Background: an optimization exercise with open tools, aiming at small area, a short achievable clock period and few clock cycles. Do not read the settings as production practice. The RTL was checked by simulation tests, not by an equivalence proof against the original design. No driver is modelled on the clock port, so clocking that relies on it looks cheaper here than on a real chip. Power figures rest on the tool's default switching activity, not on a simulated workload.

## LOONG_ENC
module LOONG_ENC (
    input  wire        clk,
    input  wire        reset,         
    input  wire        start,
    input  wire [63:0] plaintext,
    input  wire [63:0] roundKey,
    output reg  [63:0] ciphertext,
    output reg         done
);
Size: ~130 cells after synthesis, roughly 65 flip-flops, ~200 I/O pins, ~1900 µm² of cells after synthesis.
clock: 5.0 ns
lec_check: 0
cap_margin: 20
core_margin: 2
core_utilization: 40
slew_margin: 20
standard.sh (not shown) runs the stock make flow with config.mk's settings and CLKGATE_MAP_FILE= SYNTH_SCRIPT=/design/flow/synth_recipe.tcl, a recipe that flattens the netlist after the stock synthesis.
==> flow/flow/run.sh <==
#!/bin/bash
# Layout flow: the standard synthesis and flow, with small port buffers and
# output pins spread evenly (flow/pins.tcl), each output register and its
# port buffer next to the pin (flow/place.tcl)
# and a one-level clock distribution (flow/clk.tcl) in place of the CTS tree.
# Each tool's output goes to its own log in the work folder.
set -euo pipefail
W=$(pwd)
bash standard.sh synth > "$W/synth.log" 2>&1
bash standard.sh \
  BUFFER_PORTS_ARGS="-buffer_cell sky130_fd_sc_hd__buf_1" \
  PRE_IO_PLACEMENT_TCL="$W/flow/pins.tcl" \
  PRE_DETAIL_PLACE_TCL="$W/flow/place.tcl" \
  POST_DETAIL_PLACE_TCL="$W/flow/post_dp.tcl" \
  PRE_CTS_TCL="$W/flow/pre_cts.tcl" \
  CTS_ARGS="-buf_list sky130_fd_sc_hd__buf_12 -root_buf sky130_fd_sc_hd__buf_12 -dont_use_dummy_load" \
  finish > "$W/layout.log" 2>&1
==> flow/flow/clk.tcl <==
# Clock distribution: the clock port drives NCLK buffers, each at the centre
# of the registers of one sector of the die around the registers' centre.
source [file join [file dirname [info script]] sites.tcl]
proc my_clock_buffers { ncl cell } {
  set block [ord::get_db_block]
  my_sites::init 0
  set dbu [$block getDbUnitsPerMicron]
  set pins {}
  set xs 0.0; set ys 0.0
  foreach p [get_pins -of_objects [get_nets clk] -filter "direction==input"] {
    set inst [[sta::sta_to_db_pin $p] getInst]
    set bb [$inst getBBox]
    set x [expr {([$bb xMin] + [$bb xMax]) / 2.0 / $dbu}]
    set y [expr {([$bb yMin] + [$bb yMax]) / 2.0 / $dbu}]
    lappend pins [list $p $x $y]
    set xs [expr {$xs + $x}]; set ys [expr {$ys + $y}]
  }
  set n [llength $pins]
  set cx [expr {$xs / $n}]; set cy [expr {$ys / $n}]
  set pi 3.14159265358979
  set groups {}
  for {set g 0} {$g < $ncl} {incr g} { dict set groups $g {} }
  foreach e $pins {
    lassign $e p x y
    set a [expr {atan2($y - $cy, $x - $cx) + $pi}]
    set g [expr {int($a / (2 * $pi) * $ncl) % $ncl}]
    dict lappend groups $g $e
  }
  set k 0
  dict for {g es} $groups {
    if {[llength $es] == 0} continue
    set gx 0.0; set gy 0.0; set lp {}
    foreach e $es { lassign $e p x y; set gx [expr {$gx + $x}]; set gy [expr {$gy + $y}]; lappend lp $p }
    set m [llength $es]
    set buf [insert_buffer -buffer_cell $cell -net clk -load_pins $lp \
      -location [list [expr {$gx / $m}] [expr {$gy / $m}]] \
      -buffer_name clkbuf_$k -net_name clknet_$k]
    # on the free sites nearest the group's centre, so that no cell moves
    my_sites::put [$block findInst [get_full_name $buf]] [expr {int($gx / $m * $dbu)}] [expr {int($gy / $m * $dbu)}] PLACED
    puts "clock buffer clkbuf_$k: $m registers"
    incr k
  }
  foreach net [$block getNets] {
    if {[string match clknet_* [$net getName]] || [$net getName] eq "clk"} { $net setSigType CLOCK }
  }
}
==> flow/flow/pre_cts.tcl <==
# Runs before ORFS's CTS step: build the clock distribution here (the clock
# port drives four buffers, each feeding the registers of one sector), after
# which clock_tree_synthesis finds the clock net already buffered and skips it.
source [file join [file dirname [info script]] clk.tcl]
my_clock_buffers 4 sky130_fd_sc_hd__buf_12
==> flow/flow/sites.tcl <==
# Free-site search on the placement rows, shared by place.tcl and clk.tcl.
namespace eval my_sites {
  variable occ
  variable rows
  variable sitew
  variable moved {}

  # every placed cell (or, with fixed_only, every fixed cell) blocks its sites
  proc init {fixed_only} {
    variable occ; variable rows; variable sitew; variable moved
    set block [ord::get_db_block]
    set rows {}
    set moved {}
    array unset occ
    foreach row [$block getRows] {
      set o [$row getOrigin]
      set sitew [[$row getSite] getWidth]
      lappend rows [list $row [lindex $o 0] [lindex $o 1] [$row getSiteCount] [[$row getSite] getHeight]]
      set occ([$row getName]) {}
    }
    foreach inst [$block getInsts] {
      if {[$inst isFixed] || (!$fixed_only && [$inst isPlaced])} { block_inst $inst }
    }
  }
  proc block_inst {inst} {
    variable occ; variable rows; variable sitew
    set bb [$inst getBBox]
    foreach r $rows {
      lassign $r row x0 y0 n h
      if {[$bb yMin] < $y0 + $h && [$bb yMax] > $y0} {
        set s [expr {([$bb xMin] - $x0) / $sitew}]
        set e [expr {([$bb xMax] - $x0 + $sitew - 1) / $sitew}]
        lappend occ([$row getName]) [list $s $e]
      }
    }
  }

  proc free {name s e} {
    variable occ
    foreach iv $occ($name) {
      if {$s < [lindex $iv 1] && $e > [lindex $iv 0]} { return 0 }
    }
    return 1
  }

  # place inst on the free sites nearest to the point (tx, ty), its centre
  proc put {inst tx ty status} {
    variable occ; variable rows; variable sitew; variable moved
    set m [$inst getMaster]
    set w [expr {([$m getWidth] + $sitew - 1) / $sitew}]
    set best {}
    foreach r $rows {
      lassign $r row x0 y0 n h
      set dy [expr {abs($y0 + $h / 2 - $ty)}]
      if {$best ne "" && $dy >= [lindex $best 0]} continue
      set s0 [expr {int(round(($tx - $x0) / double($sitew) - $w / 2.0))}]
      for {set d 0} {$d < $n} {incr d} {
        set hit ""
        foreach s [list [expr {$s0 - $d}] [expr {$s0 + $d}]] {
          if {$s < 0 || $s + $w > $n} continue
          if {[free [$row getName] $s [expr {$s + $w}]]} { set hit $s; break }
        }
        if {$hit ne ""} break
        if {$best ne "" && $d * $sitew + $dy >= [lindex $best 0]} break
      }
      if {$hit eq ""} continue
      set cost [expr {abs($x0 + ($hit + $w / 2.0) * $sitew - $tx) + $dy}]
      if {$best eq "" || $cost < [lindex $best 0]} { set best [list $cost $row $x0 $y0 $hit $w] }
    }
    if {$best eq ""} { return 0 }
    lassign $best cost row x0 y0 s w
    $inst setOrient [$row getOrient]
    $inst setLocation [expr {$x0 + $s * $sitew}] $y0
    $inst setPlacementStatus $status
    lappend occ([$row getName]) [list $s [expr {$s + $w}]]
    lappend moved [$inst getName]
    return 1
  }


  # place a and b side by side in one row, a on the end nearest the point
  # (tx, ty), on the free sites that bring a's centre nearest that point
  proc put_pair {a b tx ty status} {
    variable occ; variable rows; variable sitew; variable moved
    set wa [expr {([[$a getMaster] getWidth] + $sitew - 1) / $sitew}]
    set wb [expr {([[$b getMaster] getWidth] + $sitew - 1) / $sitew}]
    set w [expr {$wa + $wb}]
    set best {}
    foreach r $rows {
      lassign $r row x0 y0 n h
      set dy [expr {abs($y0 + $h / 2 - $ty)}]
      if {$best ne "" && $dy >= [lindex $best 0]} continue
      # a on the left (sa = s) or on the right (sa = s + wb) of the span at s
      foreach left {1 0} {
        set off [expr {$left ? 0 : $wb}]
        set s0 [expr {int(round(($tx - $x0) / double($sitew) - $wa / 2.0)) - $off}]
        set hit ""
        for {set d 0} {$d < $n} {incr d} {
          foreach s [list [expr {$s0 - $d}] [expr {$s0 + $d}]] {
            if {$s < 0 || $s + $w > $n} continue
            if {[free [$row getName] $s [expr {$s + $w}]]} { set hit $s; break }
          }
          if {$hit ne ""} break
          if {$best ne "" && $d * $sitew + $dy >= [lindex $best 0]} break
        }
        if {$hit eq ""} continue
        set cost [expr {abs($x0 + ($hit + $off + $wa / 2.0) * $sitew - $tx) + $dy}]
        if {$best eq "" || $cost < [lindex $best 0]} { set best [list $cost $row $x0 $y0 $hit $left] }
      }
    }
    if {$best eq ""} { return 0 }
    lassign $best cost row x0 y0 s left
    set sa [expr {$left ? $s : $s + $wb}]
    set sb [expr {$left ? $s + $wa : $s}]
    foreach {inst si wi} [list $a $sa $wa $b $sb $wb] {
      $inst setOrient [$row getOrient]
      $inst setLocation [expr {$x0 + $si * $sitew}] $y0
      $inst setPlacementStatus $status
      lappend occ([$row getName]) [list $si [expr {$si + $wi}]]
      lappend moved [$inst getName]
    }
    return 1
  }
}
Other scripts of this flow, unchanged in this note and not shown: flow/flow/pins.tcl, flow/flow/place.tcl, flow/flow/post_dp.tcl
Testbench counts at the start, summed over its fixed seeds: cycles 960.
Change:
==> flow/flow/run.sh (replaced) <==
#!/bin/bash
# Layout flow: the standard synthesis and ORFS flow (standard.sh), with
#  - buf_1 port buffers;
#  - the output pins spread evenly along the edges (flow/pins.tcl);
#  - each output register and its port buffer side by side next to the pin
#    (flow/place.tcl, released by flow/post_dp.tcl), mirrored so that the
#    register's Q faces the buffer (flow/post_cts.tcl; incremental repair after
#    global routing is skipped, as its legalization would undo the mirroring);
#  - a one-level clock distribution, four buf_12 driven by the clock port
#    (flow/clk.tcl via flow/pre_cts.tcl), in place of the CTS tree.
# Each tool's output goes to its own log in the work folder (synth.log,
# layout.log, and ORFS's per-step logs under orfs/logs).
set -euo pipefail
W=$(pwd)
bash standard.sh synth > "$W/synth.log" 2>&1
bash standard.sh \
  BUFFER_PORTS_ARGS="-buffer_cell sky130_fd_sc_hd__buf_1" \
  PRE_IO_PLACEMENT_TCL="$W/flow/pins.tcl" \
  PRE_DETAIL_PLACE_TCL="$W/flow/place.tcl" \
  POST_DETAIL_PLACE_TCL="$W/flow/post_dp.tcl" \
  PRE_CTS_TCL="$W/flow/pre_cts.tcl" \
  POST_CTS_TCL="$W/flow/post_cts.tcl" \
  SKIP_INCREMENTAL_REPAIR=1 \
  CTS_ARGS="-buf_list sky130_fd_sc_hd__buf_12 -root_buf sky130_fd_sc_hd__buf_12 -dont_use_dummy_load" \
  finish > "$W/layout.log" 2>&1
--- a/flow/flow/clk.tcl
+++ b/flow/flow/clk.tcl
@@ -1,3 +1,4 @@
-# Clock distribution: the clock port drives NCLK buffers, each at the centre
-# of the registers of one sector of the die around the registers' centre.
+# Clock distribution: the clock port drives ncl buffers, each on the free sites
+# nearest the centre of the registers of one sector of the die around the
+# registers' centre.
 source [file join [file dirname [info script]] sites.tcl]
==> flow/flow/post_cts.tcl (new file) <==
# Runs after ORFS's CTS step, whose legalization puts every cell back in its
# row's orientation: mirror cells again where that shortens the wiring (as
# ORFS's detailed placement step does), so that each output register's Q pin
# faces its port buffer's input.
optimize_mirroring
--- a/flow/flow/sites.tcl
+++ b/flow/flow/sites.tcl
@@ -81,3 +81,4 @@
   # place a and b side by side in one row, a on the end nearest the point
-  # (tx, ty), on the free sites that bring a's centre nearest that point
+  # (tx, ty), on the free sites that bring a's centre nearest that point; a is
+  # a buffer and b the register driving it
   proc put_pair {a b tx ty status} {
@@ -114,4 +115,9 @@
     set sb [expr {$left ? $s + $wa : $s}]
+    # the cells' pins face each other: the register's output and the buffer's
+    # input are on the cells' right and left ends, so with a on the left both
+    # are mirrored about the y axis
+    set orient [$row getOrient]
+    if {$left} { set orient [dict get {R0 MY MX R180} $orient] }
     foreach {inst si wi} [list $a $sa $wa $b $sb $wb] {
-      $inst setOrient [$row getOrient]
+      $inst setOrient $orient
       $inst setLocation [expr {$x0 + $si * $sitew}] $y0
Cell count is unchanged.
Area after synthesis does not change.
Fmax rose slightly.
Synthesized cell count does not change.
Global-route usage fell by 2.4 points.
Critical path depth is unchanged.
Die area is unchanged.
Combinational power hardly moves.
Change:
--- a/flow/flow/run.sh
+++ b/flow/flow/run.sh
@@ -23,3 +23,3 @@
   SKIP_INCREMENTAL_REPAIR=1 \
-  CTS_ARGS="-buf_list sky130_fd_sc_hd__buf_12 -root_buf sky130_fd_sc_hd__buf_12 -dont_use_dummy_load" \
+  CTS_ARGS="-buf_list sky130_fd_sc_hd__buf_16 -root_buf sky130_fd_sc_hd__buf_16 -dont_use_dummy_load" \
   finish > "$W/layout.log" 2>&1
--- a/flow/flow/pre_cts.tcl
+++ b/flow/flow/pre_cts.tcl
@@ -4,2 +4,2 @@
 source [file join [file dirname [info script]] clk.tcl]
-my_clock_buffers 4 sky130_fd_sc_hd__buf_12
+my_clock_buffers 4 sky130_fd_sc_hd__buf_16
Fmax stays flat.
Via count goes down by 1.0%.
Wire length goes down by about 0.7%.
Change:
--- a/flow/flow/run.sh
+++ b/flow/flow/run.sh
@@ -23,3 +23,3 @@
   SKIP_INCREMENTAL_REPAIR=1 \
-  CTS_ARGS="-buf_list sky130_fd_sc_hd__buf_16 -root_buf sky130_fd_sc_hd__buf_16 -dont_use_dummy_load" \
+  CTS_ARGS="-buf_list sky130_fd_sc_hd__buf_12 -root_buf sky130_fd_sc_hd__buf_12 -dont_use_dummy_load" \
   finish > "$W/layout.log" 2>&1
--- a/flow/flow/pre_cts.tcl
+++ b/flow/flow/pre_cts.tcl
@@ -4,2 +4,2 @@
 source [file join [file dirname [info script]] clk.tcl]
-my_clock_buffers 4 sky130_fd_sc_hd__buf_16
+my_clock_buffers 4 sky130_fd_sc_hd__buf_12
CORE_UTILIZATION = 30   (was 40)
Setup slack hardly moves.
Flip-flop and latch count is unchanged.
Combinational power hardly moves.
Synthesized area does not change.
Die area grows by 31%.
Sequential power barely changes.
Wire length grows by 5.8%.
Hold slack is better by 0.023 ns.
Final area hardly moves.
Global-route usage shrinks by 4.4 points.
Maximum frequency is about the same.
Change:
CORE_UTILIZATION = 50   (was 30)
Outcome: Critical path depth stays the same; sequential share of layout area increases by 0.58 points; cell count decreases by a few percent; power barely changes; hold slack got worse by 0.021 ns; wire length decreases by a few percent; via count increases by a few percent; synthesized area is unchanged.
Change:
--- a/flow/flow/pre_cts.tcl
+++ b/flow/flow/pre_cts.tcl
@@ -4,2 +4,2 @@
 source [file join [file dirname [info script]] clk.tcl]
-my_clock_buffers 4 sky130_fd_sc_hd__buf_12
+my_clock_buffers 3 sky130_fd_sc_hd__buf_12
CORE_UTILIZATION = 40   (was 50)
Critical path depth stays the same. Final area is lower by 0.55%. Wire length hardly moves. Fmax came out lower by 0.59%. Final cell count climbs by 0.80%. Clock power is lower by about 14%. Power shrinks by 3.4%. First-iteration DRC count decreases by 55%. Worst hold slack is worse by 0.0092 ns.

-- re-timing with driven ports --
The flow's constraints put no driver on any port. The routed layouts listed below were extracted and timed again, unchanged, in two steps.
Step 1 assumes that a clkbuf_16 drives the clock port and a buf_2 every other input.
Step 2 moves the port delays by t, midway between the first and last clock arrival at a register: inputs arrive t later, outputs are due t later. That takes back most of the time a late clock gives input paths.
a / b / c = ideal / step 1 / step 2; a / b = the first two.
run	t, ns	slack for setup (ns)	hold WS [ns]	clock arrival spread, ns	worst slew at a driven data input, ns
the first run	0.183	3.398 / 3.322 / 3.345	0.661 / 0.623 / 0.806	0.007 / 0.007	0.05
the second run	0.178	3.417 / 3.343 / 3.345	0.666 / 0.637 / 0.815	0.006 / 0.006	0.05
the third run	0.197	3.417 / 3.325 / 3.352	0.665 / 0.619 / 0.816	0.006 / 0.006	0.05
the fourth run	0.185	3.420 / 3.338 / 3.355	0.688 / 0.639 / 0.824	0.005 / 0.005	0.04
the fifth run	0.177	3.418 / 3.347 / 3.379	0.668 / 0.622 / 0.800	0.018 / 0.017	0.05
the sixth run	0.182	3.409 / 3.342 / 3.363	0.658 / 0.635 / 0.818	0.011 / 0.011	0.05
After both steps setup and hold are still met in every run listed. The setup slack of the second run, which loses most, moves by -0.074 ns with the drivers and by -0.072 ns with both steps.
